What follows belongs to an exercise in optimizing a design on an open flow for small area, a short achievable clock period and few clock cycles; a production flow would make more cautious choices.
Power is estimated from default activity; no workload was simulated.

==> flow/design.v <==
`timescale 1ns/10ps
module JAM (
    input CLK,
    input RST,
    output reg [2:0] W,
    output reg [2:0] J,
    input [6:0] Cost,
    output reg [3:0] MatchCount,
    output reg [9:0] MinCost,
    output reg Valid );
localparam S_SCAN = 2'd0;
localparam S_WAIT = 2'd1;
localparam S_SRCH = 2'd2;
localparam S_DONE = 2'd3;
reg [1:0] state;
reg [6:0] u  [0:7];
reg [6:0] v  [0:7];
reg [2:0] ra [0:7];          
reg       c8;                
reg       p1v;
reg [2:0] p1w;
reg [3:0] p1j;
reg [6:0] cm;                
reg [6:0] vlast;             
reg       bv;
reg [6:0] badd;
reg [9:0] base;
reg       donescan;
reg       x0go;
reg [9:0] P  [0:7];          
reg [2:0] js [0:6];          
reg [7:0] used;              
reg       cvld;              
reg       cdone;             
reg       ev;
reg [2:0] ed, ec;
reg [7:0] eu;
reg [9:0] ePU;               
reg [8:0] eR;                
reg [6:0] evj;               
reg [2:0] efc;               
function [7:0] gtm;          
    input [2:0] a;
    gtm = 8'hfe << a;
endfunction
function [7:0] ltm;          
    input [2:0] a;
    ltm = ~(8'hff << a);
endfunction
function [2:0] pe;           
    input [7:0] x;
    integer k;
    begin
        pe = 3'd0;
        for (k = 7; k >= 0; k = k - 1)
            if (x[k]) pe = k[2:0];
    end
endfunction
function [3:0] cnext;        
    input [7:0] mk;
    input [2:0] a;
    reg   [7:0] hi;
    begin
        hi = mk & gtm(a);
        cnext = {|mk, pe((|hi) ? hi : mk)};
    end
endfunction
function [7:0] between;
    input [2:0] a;
    input [2:0] s;
    between = (a < s) ? (gtm(a) & ltm(s)) : (gtm(a) | ltm(s));
endfunction
function [12:0] add12;
    input [11:0] a;
    input [11:0] b;
    input        cin;
    add12 = {1'b0, a} + {1'b0, b} + {12'd0, cin};
endfunction
function [23:0] csa;
    input [11:0] a;
    input [11:0] b;
    input [11:0] c;
    reg   [11:0] cy;
    begin
        cy = (a & b) | (a & c) | (b & c);
        csa = {a ^ b ^ c, cy[10:0], 1'b0};
    end
endfunction
function [9:0] sel10;
    input [79:0] x;
    input [2:0]  k;
    input [2:0]  o;
    integer n;
    begin
        sel10 = 10'd0;
        for (n = 0; n < 8; n = n + 1)
            sel10 = sel10 | ({10{k == n}} & x[((n + o) & 7) * 10 +: 10]);
    end
endfunction
wire [79:0] raf, uf, vf, Pf, jsf;
genvar gi;
generate
    for (gi = 0; gi < 8; gi = gi + 1) begin : g_flat
        assign raf[gi*10 +: 10] = {7'd0, ra[gi]};
        assign uf[gi*10 +: 10]  = {3'd0, u[gi]};
        assign vf[gi*10 +: 10]  = {3'd0, v[gi]};
        assign Pf[gi*10 +: 10]  = P[gi];
        assign jsf[gi*10 +: 10] = (gi == 7) ? 10'd0 : {7'd0, js[gi]};
    end
endgenerate
wire [2:0]  W1  = W + 3'd1;
wire [9:0]  pw  = sel10(Pf, W, 3'd0);
wire [6:0]  vj  = sel10(vf, J, 3'd0);
wire [6:0]  uw  = sel10(uf, W, 3'd0);
wire [2:0]  ra1 = sel10(raf, W, 3'd1);
wire [11:0] bst = {2'b00, MinCost};
wire [12:0] PUs = add12({2'b00, pw}, {5'h1f, ~uw}, 1'b1);
wire [9:0]  PU  = PUs[9:0];
wire [23:0] rq  = csa(bst, {2'b11, ~pw}, {5'd0, uw});
wire [12:0] Rs  = add12(rq[23:12], {rq[11:1], 1'b1}, 1'b0);
wire [11:0] R   = Rs[11:0];
wire [7:0]  uc  = used | (8'd1 << J);
wire [7:0]  fhi = ~uc & ~ltm(ra1);
wire [2:0]  fc  = pe((|fhi) ? fhi : ~uc);
wire [2:0] raw = sel10(raf, W, 3'd0);
wire       cfirst = cvld && J == raw && W != 3'd7;
wire       cfree  = cfirst;
wire [3:0] nA  = cnext(~used & between(J, raw), J);
wire       okA = nA[3];
wire [2:0] Wm  = W - 3'd1;
wire [2:0] jp  = sel10(jsf, W, 3'd7);
wire [2:0] ram = sel10(raf, W, 3'd7);
wire [7:0] uB  = used & ~(8'd1 << jp);
wire [3:0] nB  = cnext(~uB & between(jp, ram), jp);
wire       okB = nB[3];
wire [8:0] CV    = {2'b00, Cost} - {2'b00, evj};
wire [9:0] cmpd  = {eR[8], eR} - {CV[8], CV};    
wire       le    = !cmpd[9];
wire       lt    = !cmpd[9] && (cmpd[8:0] != 9'd0);
wire       acc   = ev && le;
wire       leaf  = (ed == 3'd7);
wire       redir = acc && !leaf;
wire [9:0] sum   = ePU + {CV[8], CV};         
wire [6:0] cmin  = (p1w == 3'd0 || Cost < cm) ? Cost : cm;
wire       r1v   = p1v && p1j != 4'd0;
wire [2:0] r1w   = p1w;
wire [2:0] r1j   = p1j[2:0] - 3'd1;
wire [6:0] rx    = P[7][6:0] - vlast;            
wire [6:0] ru    = u[r1w];
wire [7:0] rd    = {1'b0, rx} - {1'b0, ru};      
wire       rlt   = rd[7];
wire       rfirst = (r1j == 3'd0);
wire [6:0] nu    = (rfirst || rlt) ? rx : ru;
always @(posedge CLK or posedge RST) begin
    if (RST) begin
        state <= S_SCAN;
        c8 <= 1'b0;
        W <= 3'd0;
        J <= 3'd0;
        Valid <= 1'b0;
        p1v <= 1'b0;
        bv <= 1'b0;
        donescan <= 1'b0;
        x0go <= 1'b0;
        cvld <= 1'b0;
        cdone <= 1'b0;
    end else begin
        p1v <= (state == S_SCAN);
        bv <= r1v && r1j == 3'd7;
        donescan <= bv && r1w == 3'd0;       
        x0go <= donescan;
        case (state)
        S_SCAN: begin
            {c8, J, W} <= {c8, J, W} + 7'd1;
            if (c8 && W == 3'd7) state <= S_WAIT;
        end
        S_WAIT: begin
            if (x0go) begin
                state <= S_SRCH;
                W <= 3'd0;
                J <= ra[0];
                cvld <= 1'b1;
                cdone <= 1'b0;
            end
        end
        S_SRCH: begin
            if (redir) begin
                W <= ed + 3'd1;
                J <= efc;
                cvld <= 1'b1;
                cdone <= 1'b0;
            end else if (cfree) begin
                W <= W1;
                J <= fc;
                cvld <= 1'b1;
            end else if (cdone) begin
                state <= S_DONE;
                Valid <= 1'b1;
            end else if (okA) begin
                J <= nA[2:0];
                cvld <= 1'b1;
            end else if (W == 3'd0) begin
                cdone <= 1'b1;
                cvld <= 1'b0;
            end else if (okB) begin
                W <= Wm;
                J <= nB[2:0];
                cvld <= 1'b1;
            end else begin
                W <= Wm;
                J <= jp;
                cvld <= 1'b0;
            end
        end
        default: ;
        endcase
    end
end
integer i;
always @(posedge CLK) begin
    p1w <= W;
    p1j <= {c8, J};
    if (state == S_SCAN || state == S_WAIT) begin
        P[0] <= {3'd0, Cost};
        for (i = 1; i < 8; i = i + 1) P[i] <= P[i - 1];
    end
    if (p1v && p1j != 4'd8) begin
        cm <= cmin;
        if (p1w == 3'd7) begin
            v[p1j[2:0]] <= cmin;
            vlast <= cmin;
        end
    end
    if (r1v) begin
        u[r1w] <= nu;
        if (rfirst || rlt) ra[r1w] <= r1j;
    end
    badd <= nu;
    if (state == S_SCAN && p1v && p1w == 3'd0 && p1j == 4'd0)
        base <= 10'd0;
    else if (p1v && p1j != 4'd8 && p1w == 3'd7)
        base <= base + cmin;
    else if (bv)
        base <= base + badd;
    if (x0go)
        P[0] <= base;
    ev <= cvld && state == S_SRCH && !redir && !cfirst;
    ed <= W;
    ec <= J;
    eu <= used;
    ePU <= PU;
    eR <= (R[11] && R[10:8] != 3'b111) ? 9'h100 : (!R[11] && R[10:8] != 3'd0) ? 9'h0ff : R[8:0];
    evj <= vj;
    efc <= fc;
    if (state == S_SCAN || state == S_WAIT) begin
        MinCost <= 10'h3ff;
        used <= 8'd0;
    end
    if (state == S_SRCH) begin
        if (acc && leaf) begin
            if (lt) begin
                MinCost <= sum;
                MatchCount <= 4'd1;
            end else begin
                MatchCount <= MatchCount + 4'd1;
            end
        end
        if (redir) begin
            js[ed] <= ec;
            P[ed + 3'd1] <= sum;
            used <= eu | (8'd1 << ec);
        end else if (cfree) begin
            js[W] <= J;
            P[W1] <= pw;
            used <= uc;
        end else if (!cdone && !okA && W != 3'd0) begin
            used <= uB;
        end
    end
end
endmodule
clock: 6.0 ns
lec_check: 0
cap_margin: 20
core_margin: 2
core_utilization: 65
setup_slack_margin: 1.0
slew_margin: 20
run.sh (not shown) runs the stock make flow with config.mk's settings and CLKGATE_MAP_FILE= SYNTH_SCRIPT=/design/flow/synth_recipe.tcl, a recipe that flattens the netlist after the stock synthesis.
==> next run, changes <==
--- a/flow/design.v
+++ b/flow/design.v
@@ -24,4 +24,6 @@
 reg [6:0] vlast;             
 reg       bv;
+reg       vav;               
+reg [6:0] vadd;
 reg [6:0] badd;
 reg [9:0] base;
@@ -161,4 +163,5 @@
         p1v <= 1'b0;
         bv <= 1'b0;
+        vav <= 1'b0;
         donescan <= 1'b0;
         x0go <= 1'b0;
@@ -168,4 +171,5 @@
         p1v <= (state == S_SCAN);
         bv <= r1v && r1j == 3'd7;
+        vav <= p1v && p1j != 4'd8 && p1w == 3'd7;
         donescan <= bv && r1w == 3'd0;       
         x0go <= donescan;
@@ -237,10 +241,9 @@
     end
     badd <= nu;
+    vadd <= cmin;
     if (state == S_SCAN && p1v && p1w == 3'd0 && p1j == 4'd0)
         base <= 10'd0;
-    else if (p1v && p1j != 4'd8 && p1w == 3'd7)
-        base <= base + cmin;
-    else if (bv)
-        base <= base + badd;
+    else if (vav || bv)
+        base <= base + (vav ? vadd : 7'd0) + (bv ? badd : 7'd0);
     if (x0go)
         P[0] <= base;
@@ -266,7 +269,9 @@
             end
         end
-        if (redir) begin
+        if (ev && !leaf) begin
             js[ed] <= ec;
             P[ed + 3'd1] <= sum;
+        end
+        if (redir) begin
             used <= eu | (8'd1 << ec);
         end else if (cfree) begin
Result: Worst hold slack improves by 0.033 ns; sequential share of layout area is lower by 0.13 points; non-clock buffer count came out lower by 2; total power went down slightly; clock-buffer cell count grows by 1; design area rose by a few percent; worst setup slack got worse by 0.017 ns; cell count went up by a little under a tenth; sequential power barely changes; maximum frequency shrinks slightly; via count goes up by roughly a tenth; clock skew goes up by 0.013 ns; die area grows by a few percent.
Function was not checked in any run of this note: the RTL went through the layout flow alone.

## what the ideal ports hide
The results above use ideal ports. As a check the final layouts listed here were re-extracted and re-timed, cells and wires unchanged.
Step 1 (the two cells are an assumption about what drives the block):
set clk [get_ports {CLK}]
set_driving_cell -lib_cell sky130_fd_sc_hd__clkbuf_16 $clk
set_driving_cell -lib_cell sky130_fd_sc_hd__buf_2 [delete_from_list [all_inputs] $clk]
Step 2, shift: input delay + t, output delay - t, t = (earliest + latest rising clock arrival at the registers) / 2. This alone moves slack from input paths to output paths.
a / b / c = no drivers / after step 1 / after step 2; a / b = the first two.
| run | t, ns | setup WS [ns] | latest minus earliest clock arrival (ns) | slew at the worst register clock pin (ns) | worst data-port slew with drivers (ns) |
|---|---|---|---|---|---|
| the first run | 0.577 | 0.979 / 1.012 / 0.435 | 0.023 / 0.023 | 0.07 / 0.07 | 0.03 |
| the second run | 0.605 | 0.962 / 0.962 / 0.563 | 0.038 / 0.037 | 0.07 / 0.07 | 0.03 |
After both steps every run listed still meets setup and hold. The setup slack of the first run, which loses most, moves by +0.033 ns with the drivers and by -0.544 ns with both steps.
